Background: an optimization exercise with open tools, aiming at small area. Do not read the settings as production practice.
Function was checked by simulation only, so behaviour that the tests miss may differ from the original.
Power figures rest on the tool's default switching activity, not on a simulated workload.

Setup of indigo:
// fp_adder_top
module fp_adder_top ( input  wire        clk,
                      input  wire [31:0] a,
                      input  wire [31:0] b,
                      output wire [31:0] s
                    );
Size: ~97 I/O pins, ~7200 sq um of cells after synthesis.
export LEC_CHECK = 0
export CAP_MARGIN = 10
export CORE_MARGIN = 2
export CORE_UTILIZATION = 55
export GPL_ROUTABILITY_DRIVEN = 0
export SETUP_SLACK_MARGIN = -0.5
export SLEW_MARGIN = 10
export SYNTH_HIERARCHICAL = 1
export SYNTH_MINIMUM_KEEP_SIZE = 0
create_clock -name core_clock -period 15.0 [get_ports {clk}]
standard.sh (not shown) runs the stock make flow with config.mk's settings and CLKGATE_MAP_FILE= SYNTH_SCRIPT=/design/flow/synth_recipe.tcl, a recipe that flattens the netlist after the stock synthesis.
==> flow/flow/run.sh <==
#!/bin/bash
# Layout flow: the standard ORFS flow (standard.sh), with these changes:
#  - synthesis maps each module with the ABC script flow/abc_area.script
#    (ABC_AREA=1; the script replaces ORFS's abc_area.script in a scripts
#    folder of links to ORFS's scripts),
#  - port buffers are sky130_fd_sc_hd__buf_1,
set -euo pipefail
F=$(pwd)
mkdir -p "$F/scripts"
for f in "$FLOW_HOME"/scripts/*; do ln -sf "$f" "$F/scripts/"; done
rm -f "$F/scripts/abc_area.script"
cp "$F/flow/abc_area.script" "$F/scripts/abc_area.script"
EXTRA=$(cat "$F/flow/extra_make_args" 2>/dev/null || true)
sed "s#\"\${@:-finish}\"#SCRIPTS_DIR=$F/scripts ABC_AREA=1 BUFFER_PORTS_ARGS='-buffer_cell sky130_fd_sc_hd__buf_1' $EXTRA \"\${@:-finish}\"#" standard.sh > "$F/my_standard.sh"
bash "$F/my_standard.sh" > "$F/flow_make.log" 2>&1
==> flow/flow/abc_area.script <==
strash
dc2
&get -n
&st
&dch -f
&nf -R 1000 -p
&put
==> flow/flow/extra_make_args <==
ADDER_MAP_FILE= SYNTH_INSBUF=0 SYNTH_OPERATIONS_ARGS=-noshare CTS_ARGS='-sink_clustering_enable -repair_clock_nets -buf_list sky130_fd_sc_hd__clkbuf_8 -dont_use_dummy_load'
Edits applied to the flow inputs when going from indigo to amber:
- removing GPL_ROUTABILITY_DRIVEN (formerly 0)
- setting CTS_BUF_LIST to sky130_fd_sc_hd__clkbuf_8 for the first time
- changing CORE_UTILIZATION from 55 to 65
diff --git a/flow/flow/run.sh b/flow/flow/run.sh
--- a/flow/flow/run.sh
+++ b/flow/flow/run.sh
@@ -1,8 +1,7 @@
 #!/bin/bash
-# Layout flow: the standard ORFS flow (standard.sh), with these changes:
-#  - synthesis maps each module with the ABC script flow/abc_area.script
-#    (ABC_AREA=1; the script replaces ORFS's abc_area.script in a scripts
-#    folder of links to ORFS's scripts),
-#  - port buffers are sky130_fd_sc_hd__buf_1,
+# Layout flow: the standard ORFS flow with two changes:
+#  - synthesis maps logic with the ABC script in flow/abc_area.script (ABC_AREA=1),
+#  - port buffers are sky130_fd_sc_hd__buf_1.
+# Each tool's output stays in orfs/logs/; make's own output goes to flow_make.log.
 set -euo pipefail
 F=$(pwd)
==> flow/flow/abc_area.script <==
strash
&get -n
&st
&dch -f
&nf -R 1000 -p
&put
==> results.txt <==
Comparing indigo and amber, number of cells produced by synthesis is higher on indigo.
amber vs indigo, global-route total usage across every layer went up by 5.1 points.
amber vs indigo: highest ir drop seen on vdd up in amber
## Diff of input files: zinc against amber
- changing CORE_UTILIZATION from 65 to 50
- removing CTS_BUF_LIST (formerly sky130_fd_sc_hd__clkbuf_8)
diff --git a/flow/flow/run.sh b/flow/flow/run.sh
--- a/flow/flow/run.sh
+++ b/flow/flow/run.sh
@@ -1,7 +1,8 @@
 #!/bin/bash
-# Layout flow: the standard ORFS flow with two changes:
-#  - synthesis maps logic with the ABC script in flow/abc_area.script (ABC_AREA=1),
-#  - port buffers are sky130_fd_sc_hd__buf_1.
-# Each tool's output stays in orfs/logs/; make's own output goes to flow_make.log.
+# Layout flow: the standard ORFS flow (standard.sh), with these changes:
+#  - synthesis maps each module with the ABC script flow/abc_area.script
+#    (ABC_AREA=1; the script replaces ORFS's abc_area.script in a scripts
+#    folder of links to ORFS's scripts),
+#  - port buffers are sky130_fd_sc_hd__buf_1,
 set -euo pipefail
 F=$(pwd)
### Flow results
zinc ended with every stage complete and zero timing, DRC or antenna violations. Comparing amber with zinc, the combinational power came out essentially unchanged. Status: part of the power in combinational logic parity (zinc, amber). In zinc, final critical path time including I/O delays and setup is lower than in amber. amber → zinc: power moved up; worst hold slack moved down; leakage power figure level; post-route clock period utilization moved down; routed wire length moved up. Higher first-pass GRT wire length was reported by zinc, not amber. Against amber, zinc reports a highest ir drop seen on vdd that is lower.
Setup changes, zinc to nickel
- GPL_ROUTABILITY_DRIVEN now 0, previously not set
- CORE_UTILIZATION now 55, was 50
==> flow/flow/abc_area.script <==
strash
&get -n
&st
&dc2
&dc2
&dch -f
&nf -R 1000 -p -C 32 -F 8
&put
### Flow results
Between zinc and nickel, starting density of the core increased. Sort nickel and zinc by arrival time reported for the critical path endpoint, ascending, and zinc comes first. Number of nets in the layout for nickel: 14 up relative to zinc. The post-detailed-routing wire length in nickel was higher than what zinc gave.

[port drivers added, routing unchanged]
How much do the figures lean on ideal ports? The routed layouts below were timed once more, with nothing changed but the port constraints. Step 1 sets driving cells, clkbuf_16 on the clock port and buf_2 on the other inputs (assumed; they add their load-dependent delay and slew). Step 2 also shifts input and output timing later by t, the mid clock arrival at the registers, as if the neighbouring blocks saw the same clock. Slacks: ideal / step 1 / step 2; pairs: ideal / step 1.
run	t (ns)	setup slack, ns	latest minus earliest clock arrival (ns)	worst register clock-pin slew, ns
indigo	0.405	0.525 / 0.525 / 0.525	0.028 / 0.028	0.09 / 0.09
amber	0.408	0.767 / 0.767 / 0.767	0.037 / 0.036	0.10 / 0.10
zinc	0.410	1.043 / 1.043 / 1.043	0.033 / 0.034	0.10 / 0.10
nickel	0.415	0.578 / 0.578 / 0.578	0.020 / 0.020	0.09 / 0.09
After both steps every run listed still meets setup and hold.
